This is an optimization exercise on Yosys and OpenROAD, whose aim is small area and a short achievable clock period, not a production implementation. At most, simulation tests tie the RTL to the original design; equivalence was not proved. No functional check of the RTL was part of run 2. Power is estimated from default activity; no workload was simulated.

==> flow/design.v (outline; a module is shown in full before it is edited, if it fits) <==
// module FP16_mcl: 1159 lines
module FP16_mcl(
    input [15:0] data1,
    input [15:0] data2,
    input rst,
    input input_valid,
    input clk,
    output reg [15:0] datanew,
    output reg output_update
    );
  // ...
==> flow/flow/run.sh <==
#!/bin/bash
# The standard layout, with the port buffers made from the smallest buffer
# cell and a strong buffer at the root of the clock tree.
bash standard.sh 'BUFFER_PORTS_ARGS=-buffer_cell sky130_fd_sc_hd__buf_1' \
  'CTS_ARGS=-sink_clustering_enable -repair_clock_nets -root_buf sky130_fd_sc_hd__clkbuf_16 -buf_list {sky130_fd_sc_hd__clkbuf_4 sky130_fd_sc_hd__clkbuf_8}' \
  finish > standard.log 2>&1
==> flow/standard.sh <==
#!/bin/bash
# synth_recipe.tcl (not shown) runs the flow's synth.tcl, then flattens the netlist and writes it again
# the make line also repeats each setting of config.mk as NAME=value (left out here)
make -C /OpenROAD-flow-scripts/flow DESIGN_CONFIG=/design/flow/config.mk WORK_HOME=/design/flow/orfs CLKGATE_MAP_FILE= SYNTH_SCRIPT=/design/flow/synth_recipe.tcl "${@:-finish}"
==> flow/config.mk <==
export PLATFORM = sky130hd
export DESIGN_NAME = FP16_mcl
export DESIGN_NICKNAME = FP16_mcl
export VERILOG_FILES = /design/flow/design.v
export SDC_FILE = /design/flow/constraint.sdc
export NUM_CORES = 4
export LEC_CHECK = 0
export ABC_AREA = 1
export CAP_MARGIN = 20
export CORE_MARGIN = 2
export CORE_UTILIZATION = 60
export CTS_BUF_LIST = sky130_fd_sc_hd__clkbuf_4 sky130_fd_sc_hd__clkbuf_8
export SETUP_SLACK_MARGIN = 3.4
export SLEW_MARGIN = 20
==> flow/constraint.sdc <==
create_clock -name core_clock -period 5.5 [get_ports {clk}]
set_input_delay 1.1000 -clock core_clock [delete_from_list [all_inputs] [get_ports {clk}]]
set_output_delay 1.1000 -clock core_clock [all_outputs]
set_load 0.01 [all_outputs]
==> impl_metrics.yaml, run 1 <==
routing:
  finalWirelength_um: 15340
  via_count: 5690
finish:
  stdcell_area_um2: 8796
  drive_gt1_frac: 0.06889
  clk_share: 0.04822
  nFlopsAndLatches: 169
  reg_top3: "datanew: 16 flops, vld: 3 flops"
  n_all_buffers: 52
  diodes: 0
worst_setup_path:
  critPathMaxStageDelay_ns: 0.53
  critPathLaunch: "hs_1_7_0_r2$_DFF_P_"
  criticalPathCategory: "flop to flop"
  worstPathArrival_ns: 2.28
  crit_path_top_delay_cell: "fa_1"
  endpoint_kind: "flop"
  path_depth: 7
  setup.worst_path.start_class: "flop"
  crit_fanout: 2
synthesis:
  syn_avg_cell_area_um2: 9.310
  ys_async_sr_fraction: 0.02367
  synth_area_leaders: "dfxtp_1 41%, fa_1 11%, ha_1 8.0%"
  synth_seq_area_share: 0.4241
cts:
  hold_buffers: 0
  cts_tree: "built"
  cts_root_buffer: "clkbuf_16"
pwr:
  swShare: 0.3875
  p_sw_mw: 1.752
  power_leader: "combinational logic"
  p_int_mw: 2.769
  powerComb_mw: 1.86
  pg_clk_uw: 905
sta:
  slew_headroom: 0.4695
  fin_crit_ns: 2.017
  max_freq_mhz: 495.7
  grt_setup_unrepaired: "true"
  post-route-period-util: 0.3668
  final_hold_viol_count: 0
global_routing:
  grt_pass1_wl_um: 26380
  grt_use_met2: 0.4125
  grt.overflow.total: 0
run_status:
  status: "finished clean"
job:
  max_cap_viol_count: 0
placement:
  hpwl_um: 12280
hold_path:
  hold_start: "es0_r2$_DFF_P_"
floorplanning:
  die_w_um: 119.7
==> run 2, diff against run 1 <==
--- a/flow/design.v
+++ b/flow/design.v
@@ -514,46 +514,69 @@
     reg bm5_7_r2;
     reg fc_1_17_18_r2;
     reg hc_1_18_3_r2;
     reg fs_1_20_19_r2;
     reg n_bm5_11_c21_r2;
     reg fc_1_20_19_r2;
     reg bp0_0_r2;
     reg neg0_r2;
+    reg fs_3_11_36_r3;
+    reg fc_3_10_35_r3;
+    reg fs_3_12_37_r3;
+    reg fc_3_11_36_r3;
+    reg fs_3_13_38_r3;
+    reg fc_3_12_37_r3;
+    reg fs_3_14_39_r3;
+    reg fc_3_13_38_r3;
+    reg fs_3_15_40_r3;
+    reg fc_3_14_39_r3;
+    reg fs_3_16_41_r3;
+    reg fc_3_15_40_r3;
+    reg fs_3_17_42_r3;
+    reg fc_3_16_41_r3;
+    reg fs_3_18_43_r3;
+    reg fc_3_17_42_r3;
+    reg fs_3_19_44_r3;
+    reg fc_3_18_43_r3;
+    reg hs_3_20_9_r3;
+    reg fc_3_19_44_r3;
+    reg hs_3_21_10_r3;
+    reg hc_3_20_9_r3;
     reg G2_r2;
     reg g8_r3;
     reg p8_r3;
     reg G9_r3;
-    reg ug13_r3;
-    reg up13_r3;
-    reg ug12_r3;
-    reg up12_r3;
-    reg ug15_r3;
-    reg up15_r3;
-    reg ug14_r3;
-    reg up14_r3;
-    reg ug17_r3;
-    reg up17_r3;
-    reg ug16_r3;
-    reg up16_r3;
-    reg ug19_r3;
-    reg up19_r3;
-    reg ug18_r3;
-    reg up18_r3;
-    reg ug20_r3;
-    reg up20_r3;
+    reg hrs12_r3;
+    reg hrc12_r3;
+    reg hrs13_r3;
+    reg hrc13_r3;
+    reg hrs14_r3;
+    reg hrc14_r3;
+    reg hrs15_r3;
+    reg hrc15_r3;
+    reg hrs16_r3;
+    reg hrc16_r3;
+    reg hrs17_r3;
+    reg hrc17_r3;
+    reg hrs18_r3;
+    reg hrc18_r3;
+    reg hrs19_r3;
+    reg hrc19_r3;
+    reg hrs20_r3;
+    reg hrc20_r3;
+    reg hrs21_r3;
+    reg hrc21_r3;
     reg p9_r3;
     reg fs_3_10_35_r3;
     reg fc_3_9_34_r3;
     reg g9_r3;
     reg hrs11_r3;
     reg fs_3_9_34_r3;
     reg fc_3_8_33_r3;
-    reg up21_r3;
     reg z9_0_r1;
     reg z9_0_r2;
     reg z9_0_r3;
     reg es5_r2;
     reg es5_r3;
     reg es4_r2;
     reg es4_r3;
     reg es3_r2;
@@ -798,38 +821,38 @@
     assign g7 = fs_3_7_32 & fc_3_6_31;
     assign p7 = fs_3_7_32 ^ fc_3_6_31;
     assign g8 = fs_3_8_33 & fc_3_7_32;
     assign p8 = fs_3_8_33 ^ fc_3_7_32;
     assign g9 = fs_3_9_34 & fc_3_8_33;
     assign p9 = fs_3_9_34 ^ fc_3_8_33;
     assign g10 = fs_3_10_35 & fc_3_9_34;
     assign p10 = fs_3_10_35 ^ fc_3_9_34;
-    assign g11 = fs_3_11_36 & fc_3_10_35;
-    assign p11 = fs_3_11_36 ^ fc_3_10_35;
-    assign g12 = fs_3_12_37 & fc_3_11_36;
-    assign p12 = fs_3_12_37 ^ fc_3_11_36;
-    assign g13 = fs_3_13_38 & fc_3_12_37;
-    assign p13 = fs_3_13_38 ^ fc_3_12_37;
-    assign g14 = fs_3_14_39 & fc_3_13_38;
-    assign p14 = fs_3_14_39 ^ fc_3_13_38;
-    assign g15 = fs_3_15_40 & fc_3_14_39;
-    assign p15 = fs_3_15_40 ^ fc_3_14_39;
-    assign g16 = fs_3_16_41 & fc_3_15_40;
-    assign p16 = fs_3_16_41 ^ fc_3_15_40;
-    assign g17 = fs_3_17_42 & fc_3_16_41;
-    assign p17 = fs_3_17_42 ^ fc_3_16_41;
-    assign g18 = fs_3_18_43 & fc_3_17_42;
-    assign p18 = fs_3_18_43 ^ fc_3_17_42;
-    assign g19 = fs_3_19_44 & fc_3_18_43;
-    assign p19 = fs_3_19_44 ^ fc_3_18_43;
-    assign g20 = hs_3_20_9 & fc_3_19_44;
-    assign p20 = hs_3_20_9 ^ fc_3_19_44;
-    assign g21 = hs_3_21_10 & hc_3_20_9;
-    assign p21 = hs_3_21_10 ^ hc_3_20_9;
+    assign g11 = fs_3_11_36_r3 & fc_3_10_35_r3;
+    assign p11 = fs_3_11_36_r3 ^ fc_3_10_35_r3;
+    assign g12 = fs_3_12_37_r3 & fc_3_11_36_r3;
+    assign p12 = fs_3_12_37_r3 ^ fc_3_11_36_r3;
+    assign g13 = fs_3_13_38_r3 & fc_3_12_37_r3;
+    assign p13 = fs_3_13_38_r3 ^ fc_3_12_37_r3;
+    assign g14 = fs_3_14_39_r3 & fc_3_13_38_r3;
+    assign p14 = fs_3_14_39_r3 ^ fc_3_13_38_r3;
+    assign g15 = fs_3_15_40_r3 & fc_3_14_39_r3;
+    assign p15 = fs_3_15_40_r3 ^ fc_3_14_39_r3;
+    assign g16 = fs_3_16_41_r3 & fc_3_15_40_r3;
+    assign p16 = fs_3_16_41_r3 ^ fc_3_15_40_r3;
+    assign g17 = fs_3_17_42_r3 & fc_3_16_41_r3;
+    assign p17 = fs_3_17_42_r3 ^ fc_3_16_41_r3;
+    assign g18 = fs_3_18_43_r3 & fc_3_17_42_r3;
+    assign p18 = fs_3_18_43_r3 ^ fc_3_17_42_r3;
+    assign g19 = fs_3_19_44_r3 & fc_3_18_43_r3;
+    assign p19 = fs_3_19_44_r3 ^ fc_3_18_43_r3;
+    assign g20 = hs_3_20_9_r3 & fc_3_19_44_r3;
+    assign p20 = hs_3_20_9_r3 ^ fc_3_19_44_r3;
+    assign g21 = hs_3_21_10_r3 & hc_3_20_9_r3;
+    assign p21 = hs_3_21_10_r3 ^ hc_3_20_9_r3;
     assign g0_0 = bp0_0 & neg0_r1;
     assign p0_0 = bp0_0 ^ neg0_r1;
     assign G1 = bp0_1 & g0_0;
     assign P1 = bp0_1 & p0_0;
     assign G2 = fs_1_2_0 & G1;
     assign P2 = fs_1_2_0 & P1;
     assign G3 = fs_2_3_20 & G2_r2;
     assign G4 = g5 | (p5 & g4);
@@ -857,62 +880,62 @@
     assign hrc18 = fs_3_17_42 & fc_3_16_41;
     assign hrs18 = fs_3_18_43 ^ fc_3_17_42;
     assign hrc19 = fs_3_18_43 & fc_3_17_42;
     assign hrs19 = fs_3_19_44 ^ fc_3_18_43;
     assign hrc20 = fs_3_19_44 & fc_3_18_43;
     assign hrs20 = hs_3_20_9 ^ fc_3_19_44;
     assign hrc21 = hs_3_20_9 & fc_3_19_44;
     assign hrs21 = hs_3_21_10 ^ hc_3_20_9;
-    assign ug12 = hrs12 & hrc12;
-    assign up12 = hrs12 ^ hrc12;
-    assign ug13 = hrs13 & hrc13;
-    assign up13 = hrs13 ^ hrc13;
-    assign ug14 = hrs14 & hrc14;
-    assign up14 = hrs14 ^ hrc14;
-    assign ug15 = hrs15 & hrc15;
-    assign up15 = hrs15 ^ hrc15;
-    assign ug16 = hrs16 & hrc16;
-    assign up16 = hrs16 ^ hrc16;
-    assign ug17 = hrs17 & hrc17;
-    assign up17 = hrs17 ^ hrc17;
-    assign ug18 = hrs18 & hrc18;
-    assign up18 = hrs18 ^ hrc18;
-    assign ug19 = hrs19 & hrc19;
-    assign up19 = hrs19 ^ hrc19;
-    assign ug20 = hrs20 & hrc20;
-    assign up20 = hrs20 ^ hrc20;
-    assign ug21 = hrs21 & hrc21;
-    assign up21 = hrs21 ^ hrc21;
-    assign G11 = ug13_r3 | (up13_r3 & ug12_r3);
-    assign P11 = up13_r3 & up12_r3;
-    assign G12 = ug15_r3 | (up15_r3 & ug14_r3);
-    assign P12 = up15_r3 & up14_r3;
-    assign G13 = ug17_r3 | (up17_r3 & ug16_r3);
-    assign P13 = up17_r3 & up16_r3;
-    assign G14 = ug19_r3 | (up19_r3 & ug18_r3);
-    assign P14 = up19_r3 & up18_r3;
-    assign G15 = ug14_r3 | (up14_r3 & G11);
-    assign P15 = up14_r3 & P11;
+    assign ug12 = hrs12_r3 & hrc12_r3;
+    assign up12 = hrs12_r3 ^ hrc12_r3;
+    assign ug13 = hrs13_r3 & hrc13_r3;
+    assign up13 = hrs13_r3 ^ hrc13_r3;
+    assign ug14 = hrs14_r3 & hrc14_r3;
+    assign up14 = hrs14_r3 ^ hrc14_r3;
+    assign ug15 = hrs15_r3 & hrc15_r3;
+    assign up15 = hrs15_r3 ^ hrc15_r3;
+    assign ug16 = hrs16_r3 & hrc16_r3;
+    assign up16 = hrs16_r3 ^ hrc16_r3;
+    assign ug17 = hrs17_r3 & hrc17_r3;
+    assign up17 = hrs17_r3 ^ hrc17_r3;
+    assign ug18 = hrs18_r3 & hrc18_r3;
+    assign up18 = hrs18_r3 ^ hrc18_r3;
+    assign ug19 = hrs19_r3 & hrc19_r3;
+    assign up19 = hrs19_r3 ^ hrc19_r3;
+    assign ug20 = hrs20_r3 & hrc20_r3;
+    assign up20 = hrs20_r3 ^ hrc20_r3;
+    assign ug21 = hrs21_r3 & hrc21_r3;
+    assign up21 = hrs21_r3 ^ hrc21_r3;
+    assign G11 = ug13 | (up13 & ug12);
+    assign P11 = up13 & up12;
+    assign G12 = ug15 | (up15 & ug14);
+    assign P12 = up15 & up14;
+    assign G13 = ug17 | (up17 & ug16);
+    assign P13 = up17 & up16;
+    assign G14 = ug19 | (up19 & ug18);
+    assign P14 = up19 & up18;
+    assign G15 = ug14 | (up14 & G11);
+    assign P15 = up14 & P11;
     assign G16 = G12 | (P12 & G11);
     assign P16 = P12 & P11;
-    assign G17 = ug18_r3 | (up18_r3 & G13);
-    assign P17 = up18_r3 & P13;
+    assign G17 = ug18 | (up18 & G13);
+    assign P17 = up18 & P13;
     assign G18 = G14 | (P14 & G13);
     assign P18 = P14 & P13;
-    assign G19 = ug16_r3 | (up16_r3 & G16);
-    assign P19 = up16_r3 & P16;
+    assign G19 = ug16 | (up16 & G16);
+    assign P19 = up16 & P16;
     assign G20 = G13 | (P13 & G16);
     assign P20 = P13 & P16;
     assign G21 = G17 | (P17 & G16);
     assign P21 = P17 & P16;
     assign G22 = G18 | (P18 & G16);
     assign P22 = P18 & P16;
-    assign G23 = ug20_r3 | (up20_r3 & G22);
-    assign P23 = up20_r3 & P22;
+    assign G23 = ug20 | (up20 & G22);
+    assign P23 = up20 & P22;
     assign l9_k0 = p9_r3;
     assign all_k0 = fs_3_10_35_r3 & fc_3_9_34_r3 & g9_r3;
     assign any_k0 = fs_3_10_35_r3 | fc_3_9_34_r3 | g9_r3;
     assign ex2_k0 = (fs_3_10_35_r3 & fc_3_9_34_r3 & ~g9_r3) | (fs_3_10_35_r3 & ~fc_3_9_34_r3 & g9_r3) | (~fs_3_10_35_r3 & fc_3_9_34_r3 & g9_r3);
     assign ex1_k0 = (fs_3_10_35_r3 & ~fc_3_9_34_r3 & ~g9_r3) | (~fs_3_10_35_r3 & fc_3_9_34_r3 & ~g9_r3) | (~fs_3_10_35_r3 & ~fc_3_9_34_r3 & g9_r3);
     assign l10_k0 = ex1_k0 | all_k0;
     assign c12_1_k0 = all_k0 | (hrs11_r3 & any_k0);
     assign q11_1_k0 = hrs11_r3 ^ (any_k0 & ~all_k0);
@@ -933,54 +956,54 @@
     assign c12_0_k1 = (all_k1 & l9_k1) | (k1_k1 & hrs11_r3);
     assign q11_0_k1 = hrs11_r3 ^ k1_k1;
     assign q10_k1 = l10_k1 ^ l9_k1;
     assign pl9 = G10 ? l9_k1 : l9_k0;
     assign pl10 = G10 ? l10_k1 : l10_k0;
     assign q0_10 = G10 ? q10_k1 : q10_k0;
     assign q0_c12 = G10 ? c12_0_k1 : c12_0_k0;
     assign q0_11 = G10 ? q11_0_k1 : q11_0_k0;
-    assign q0_12 = up12_r3 ^ q0_c12;
-    assign G24 = ug12_r3 | (up12_r3 & q0_c12);
-    assign q0_13 = up13_r3 ^ G24;
+    assign q0_12 = up12 ^ q0_c12;
+    assign G24 = ug12 | (up12 & q0_c12);
+    assign q0_13 = up13 ^ G24;
     assign G25 = G11 | (P11 & q0_c12);
-    assign q0_14 = up14_r3 ^ G25;
+    assign q0_14 = up14 ^ G25;
     assign G26 = G15 | (P15 & q0_c12);
-    assign q0_15 = up15_r3 ^ G26;
+    assign q0_15 = up15 ^ G26;
     assign G27 = G16 | (P16 & q0_c12);
-    assign q0_16 = up16_r3 ^ G27;
+    assign q0_16 = up16 ^ G27;
     assign G28 = G19 | (P19 & q0_c12);
-    assign q0_17 = up17_r3 ^ G28;
+    assign q0_17 = up17 ^ G28;
     assign G29 = G20 | (P20 & q0_c12);
-    assign q0_18 = up18_r3 ^ G29;
+    assign q0_18 = up18 ^ G29;
     assign G30 = G21 | (P21 & q0_c12);
-    assign q0_19 = up19_r3 ^ G30;
+    assign q0_19 = up19 ^ G30;
     assign G31 = G22 | (P22 & q0_c12);
-    assign q0_20 = up20_r3 ^ G31;
+    assign q0_20 = up20 ^ G31;
     assign G32 = G23 | (P23 & q0_c12);
-    assign q0_21 = up21_r3 ^ G32;
+    assign q0_21 = up21 ^ G32;
     assign q1_c12 = G10 ? c12_1_k1 : c12_1_k0;
     assign q1_11 = G10 ? q11_1_k1 : q11_1_k0;
-    assign q1_12 = up12_r3 ^ q1_c12;
-    assign G33 = ug12_r3 | (up12_r3 & q1_c12);
-    assign q1_13 = up13_r3 ^ G33;
+    assign q1_12 = up12 ^ q1_c12;
+    assign G33 = ug12 | (up12 & q1_c12);
+    assign q1_13 = up13 ^ G33;
     assign G34 = G11 | (P11 & q1_c12);
-    assign q1_14 = up14_r3 ^ G34;
+    assign q1_14 = up14 ^ G34;
     assign G35 = G15 | (P15 & q1_c12);
-    assign q1_15 = up15_r3 ^ G35;
+    assign q1_15 = up15 ^ G35;
     assign G36 = G16 | (P16 & q1_c12);
-    assign q1_16 = up16_r3 ^ G36;
+    assign q1_16 = up16 ^ G36;
     assign G37 = G19 | (P19 & q1_c12);
-    assign q1_17 = up17_r3 ^ G37;
+    assign q1_17 = up17 ^ G37;
     assign G38 = G20 | (P20 & q1_c12);
-    assign q1_18 = up18_r3 ^ G38;
+    assign q1_18 = up18 ^ G38;
     assign G39 = G21 | (P21 & q1_c12);
-    assign q1_19 = up19_r3 ^ G39;
+    assign q1_19 = up19 ^ G39;
     assign G40 = G22 | (P22 & q1_c12);
-    assign q1_20 = up20_r3 ^ G40;
+    assign q1_20 = up20 ^ G40;
     wire z9 = z9_0_r3;
     wire k = q0_21;
     wire tie0 = pl9 & z9;
     wire tie1 = pl10 & ~pl9 & z9;
     wire [9:0] frac1 = {q1_20, q1_19, q1_18, q1_17, q1_16, q1_15, q1_14, q1_13, q1_12, q1_11 & ~tie1};
     wire [9:0] frac0 = {q0_19, q0_18, q0_17, q0_16, q0_15, q0_14, q0_13, q0_12, q0_11, q0_10 & ~tie0};
     wire [5:0] esr = {es5_r3, es4_r3, es3_r3, es2_r3, es1_r3, es0_r3};
     wire sat1 = esr >= 6'd45;
@@ -1101,46 +1124,69 @@
         bm5_7_r2 <= bm5_7;
         fc_1_17_18_r2 <= fc_1_17_18;
         hc_1_18_3_r2 <= hc_1_18_3;
         fs_1_20_19_r2 <= fs_1_20_19;
         n_bm5_11_c21_r2 <= n_bm5_11_c21;
         fc_1_20_19_r2 <= fc_1_20_19;
         bp0_0_r2 <= bp0_0;
         neg0_r2 <= neg0_r1;
+        fs_3_11_36_r3 <= fs_3_11_36;
+        fc_3_10_35_r3 <= fc_3_10_35;
+        fs_3_12_37_r3 <= fs_3_12_37;
+        fc_3_11_36_r3 <= fc_3_11_36;
+        fs_3_13_38_r3 <= fs_3_13_38;
+        fc_3_12_37_r3 <= fc_3_12_37;
+        fs_3_14_39_r3 <= fs_3_14_39;
+        fc_3_13_38_r3 <= fc_3_13_38;
+        fs_3_15_40_r3 <= fs_3_15_40;
+        fc_3_14_39_r3 <= fc_3_14_39;
+        fs_3_16_41_r3 <= fs_3_16_41;
+        fc_3_15_40_r3 <= fc_3_15_40;
+        fs_3_17_42_r3 <= fs_3_17_42;
+        fc_3_16_41_r3 <= fc_3_16_41;
+        fs_3_18_43_r3 <= fs_3_18_43;
+        fc_3_17_42_r3 <= fc_3_17_42;
+        fs_3_19_44_r3 <= fs_3_19_44;
+        fc_3_18_43_r3 <= fc_3_18_43;
+        hs_3_20_9_r3 <= hs_3_20_9;
+        fc_3_19_44_r3 <= fc_3_19_44;
+        hs_3_21_10_r3 <= hs_3_21_10;
+        hc_3_20_9_r3 <= hc_3_20_9;
         G2_r2 <= G2;
         g8_r3 <= g8;
         p8_r3 <= p8;
         G9_r3 <= G9;
-        ug13_r3 <= ug13;
-        up13_r3 <= up13;
-        ug12_r3 <= ug12;
-        up12_r3 <= up12;
-        ug15_r3 <= ug15;
-        up15_r3 <= up15;
-        ug14_r3 <= ug14;
-        up14_r3 <= up14;
-        ug17_r3 <= ug17;
-        up17_r3 <= up17;
-        ug16_r3 <= ug16;
-        up16_r3 <= up16;
-        ug19_r3 <= ug19;
-        up19_r3 <= up19;
-        ug18_r3 <= ug18;
-        up18_r3 <= up18;
-        ug20_r3 <= ug20;
-        up20_r3 <= up20;
+        hrs12_r3 <= hrs12;
+        hrc12_r3 <= hrc12;
+        hrs13_r3 <= hrs13;
+        hrc13_r3 <= hrc13;
+        hrs14_r3 <= hrs14;
+        hrc14_r3 <= hrc14;
+        hrs15_r3 <= hrs15;
+        hrc15_r3 <= hrc15;
+        hrs16_r3 <= hrs16;
+        hrc16_r3 <= hrc16;
+        hrs17_r3 <= hrs17;
+        hrc17_r3 <= hrc17;
+        hrs18_r3 <= hrs18;
+        hrc18_r3 <= hrc18;
+        hrs19_r3 <= hrs19;
+        hrc19_r3 <= hrc19;
+        hrs20_r3 <= hrs20;
+        hrc20_r3 <= hrc20;
+        hrs21_r3 <= hrs21;
+        hrc21_r3 <= hrc21;
         p9_r3 <= p9;
         fs_3_10_35_r3 <= fs_3_10_35;
         fc_3_9_34_r3 <= fc_3_9_34;
         g9_r3 <= g9;
         hrs11_r3 <= hrs11;
         fs_3_9_34_r3 <= fs_3_9_34;
         fc_3_8_33_r3 <= fc_3_8_33;
-        up21_r3 <= up21;
         z9_0_r1 <= z9_0;
         z9_0_r2 <= z9_0_r1;
         z9_0_r3 <= z9_0_r2;
         es5_r2 <= es5;
         es5_r3 <= es5_r2;
         es4_r2 <= es4;
         es4_r3 <= es4_r2;
         es3_r2 <= es3;
==> flow/flow/run.sh (replaced) <==
#!/bin/bash
# The standard layout, with the port buffers made from the smallest buffer cell.
bash standard.sh 'BUFFER_PORTS_ARGS=-buffer_cell sky130_fd_sc_hd__buf_1' finish > standard.log 2>&1
--- a/flow/config.mk
+++ b/flow/config.mk
@@ -5,10 +5,10 @@
 export SDC_FILE = /design/flow/constraint.sdc
 export NUM_CORES = 4
 export LEC_CHECK = 0
 export ABC_AREA = 1
 export CAP_MARGIN = 20
 export CORE_MARGIN = 2
 export CORE_UTILIZATION = 60
 export CTS_BUF_LIST = sky130_fd_sc_hd__clkbuf_4 sky130_fd_sc_hd__clkbuf_8
-export SETUP_SLACK_MARGIN = 3.4
+export SETUP_SLACK_MARGIN = 3.45
 export SLEW_MARGIN = 20
==> impl_metrics.yaml, run 2 <==
synthesis:
  yosys.area.top_type: "dfxtp_1"
  yosysUniqueCellTypes: 40
  synth_top_flop_cell: "dfxtp_1"
  syn_avg_cell_area_um2: 9.298
  synth_seq_area_share: 0.4271
  yosysWarnings: 1
  yosysTopAreaCellShare: 0.4146
  syn_area_um2: 8015
  syn_inst: 862
  synth_seq_cells: 170
  syn_nets: 993
  post-synth-top-count-cell: "dfxtp_1"
  synth_edf_count: 0
  ys_async_sr_fraction: 0.02353
  synth_area_leaders: "dfxtp_1 41%, fa_1 12%, ha_1 7.6%"
  synth_common_cells: "166 x dfxtp_1, 152 x nand2_1, 114 x inv_1"
global_routing:
  grt_max_degree: 22
  grt_pass1_wl_um: 25590
  grt.overflow.total: 0
  track_usage: 0.2243
  antenna_found_initial: 0
  grt_pass1_vias: 5673
floorplanning:
  ios: 52
  rows: 42
  fp.dieH_um: 119.6
  start_util: 0.6101
  die_w_um: 119.6
  core-area_um2: 13140
  dieArea_um2: 14300
worst_setup_path:
  critPathMaxStageDelay_ns: 0.37
  endpoint_kind: "primary output"
  required_ns: 4.40
  crit_path_top_delay_cell: "dfrtp_1"
  crit_fanout: 1
  cp_top_family: "flip-flops"
  worstPathArrival_ns: 0.94
  setup.worst_path.start_class: "flop"
  criticalPathCategory: "flop to primary output"
  worstPathCellList: "clkbuf_2"
  crit_buf_inv: 1
pwr:
  ir_worst_vdd_mv: 0.2174
  power_leakage_nw: 4.269
  design_power_total_mw: 4.819
  powerDensity_nw_per_um2: 537.1
sta:
  fin_tns_setup_ns: 0
  post-route-period-util: 0.3708
  skew_ns: 0.009816
  final_hold_viol_count: 0
  whs_ns: 0.3344
  grt_setup_unrepaired: "true"
  fin_crit_ns: 2.039
  setup_violations: 0
  slew_headroom: 0.4487
  worstMarginPinSlew_ns: 0.8258
  max_freq_mhz: 490.4
  slew_violations: 0
finish:
  synthToLayoutAreaGrowth_pct: 11.96
  nNetsFinal: 1052
  drive_gt1_frac: 0.09529
  top_register: "datanew"
  mostFrequentLayoutCells: "161 x dfxtp_1, 149 x nand2_1, 113 x inv_1, 65 x xor2_1, 47 x fa_1"
  stdcell_area_um2: 8974
  final_common_cell: "dfxtp_1"
  largest_register_ffs: 16
  reg_top3: "datanew: 16 flops, vld: 3 flops"
  diodes: 0
  fillCellCount: 1100
placement:
  io_buffers: 51
  gp_congestion: 0.8794
  placed_cell_area_um2: 8371
  hpwl_um: 11760
routing:
  drc: 0
  via_count: 5755
  first_pass_iters: 7
  finalWirelength_um: 15160
  postRouteAntennaNets: 0
  via_per_inst: 5.185
  drt-initial-drc-count: 460
  wl_per_cell_um: 13.66
cts:
  cts_root_buffer: "clkbuf_8"
  cts_buffers: 17
  clock-sinks: 170
  cts_tree: "built"
  cts.path.max_buffers: 2
  worstSkewPairLatency_ns: 0.46
  htreeDepth: 4
  clkTransAtPathRegs_ns: 0.09
run_status:
  status: "finished clean"
hold_path:
  hold_class: "flop to flop"
job:
  max_cap_viol_count: 0
## run 2: layout make-up
| type | instances | area (um2) | share of cell area |
|---|---|---|---|
| clock inverters | 15 | 175.2 | 0.01952 |
| well taps | 176 | 220.2 | 0.02454 |
| multi-input cells | 550 | 4202 | 0.4682 |
| repair buffers | 55 | 234.0 | 0.02607 |
| inverters | 127 | 476.7 | 0.05312 |
| clock buffers | 17 | 234.0 | 0.02607 |
| flip-flops and latches | 170 | 3432 | 0.3825 |
## run 2: where the power goes
group	total, mW	internal (mW)	switching (mW)
clock	0.904	0.420	0.484
combinational	2.16	0.877	1.29
sequential	1.75	1.58	0.173
## run 2: metal layers
| layer | global-route usage | up-vias | routed length (um) | part of all wire |
|---|---|---|---|---|
| li1 | - | 2885 | - | - |
| met1 | 0.2823 | 2666 | 6887 | 0.45 |
| met2 | 0.3818 | 175 | 7324 | 0.48 |
| met3 | 0.03802 | 29 | 614 | 0.040 |
| met4 | 0.09559 | 0 | 335 | 0.022 |
| met5 | 0 | - | 0 | 0 |
## run 2: repair_timing
action	in CTS	in global routing
hold buffers	0	0
gates resized for setup	3	39
hold endpoints to repair	0	0
buffers inserted	0	2
setup endpoints to repair	11	28
cloned	0	1
pin swaps	3	11
## run 2: kinds of logic (layout without fill, tap and decap cells)
kind of cell	Yosys count	in the layout	share of synthesized area
AND/OR/NAND/NOR	260	261	0.1447
flip-flops	170	170	0.4271
buffers and inverters	143	214	0.06837
AO/OA/AOI/OAI	121	121	0.08727
adder cells (fa/ha/maj)	96	96	0.1939
XOR/XNOR	72	72	0.07868
## run 2: through the flow
stage / util / instances / setup WS [ns]
6_report: 0.6830 / 1110 / 3.461
5_1_grt: 0.6830 / 1110 / 3.367
4_1_cts: 0.6691 / 1107 / 3.440
3_5_place_dp: 0.6371 / 1075 / 3.429
3_3_place_gp: 0.6371 / 1075 / 3.474
2_1_floorplan: - / 862 / 3.520
## run 2: final timing paths
check | startpoint | to | slack (ns) | depth (start not counted)
setup / recovery | output_update$_DFF_PP0_ | output_update | 3.46 | 1
hold / removal | es2_r2$_DFF_P_ | es2_r3$_DFF_P_ | 0.33 | 0
setup reg to reg | neg3_r1$_DFF_P_ | fs_1_12_11_r2$_DFF_P_ | 3.52 | 4
hold reg to reg | es2_r2$_DFF_P_ | es2_r3$_DFF_P_ | 0.33 | 0
max in group asynchronous | rst | output_update$_DFF_PP0_ | 4.89 | 2
min in group asynchronous | rst | vld[0]$_DFF_PP0_ | 0.48 | 2

## re-timing with driven ports
In the flow no input, the clock included, has a driving cell. The finished layouts below were timed again as built, in two steps. Step 1 assumes that a clkbuf_16 drives the clock port and a buf_2 every other input. Step 2 also shifts input and output timing later by t, the mid clock arrival at the registers, as if the neighbouring blocks saw the same clock. Slacks: ideal / step 1 / step 2; pairs: ideal / step 1.
| run | t, ns | slack for setup (ns) | clock arrival spread, ns | worst data-port slew with drivers (ns) |
|---|---|---|---|---|
| run 1 | 0.407 | 3.483 / 3.483 / 3.163 | 0.010 / 0.010 | 0.03 |
| run 2 | 0.488 | 3.461 / 3.424 / 3.441 | 0.010 / 0.009 | 0.03 |
After both steps every run listed still meets setup and hold. The setup slack of run 1, which loses most, moves by 0.000 ns with the drivers and by -0.320 ns with both steps.
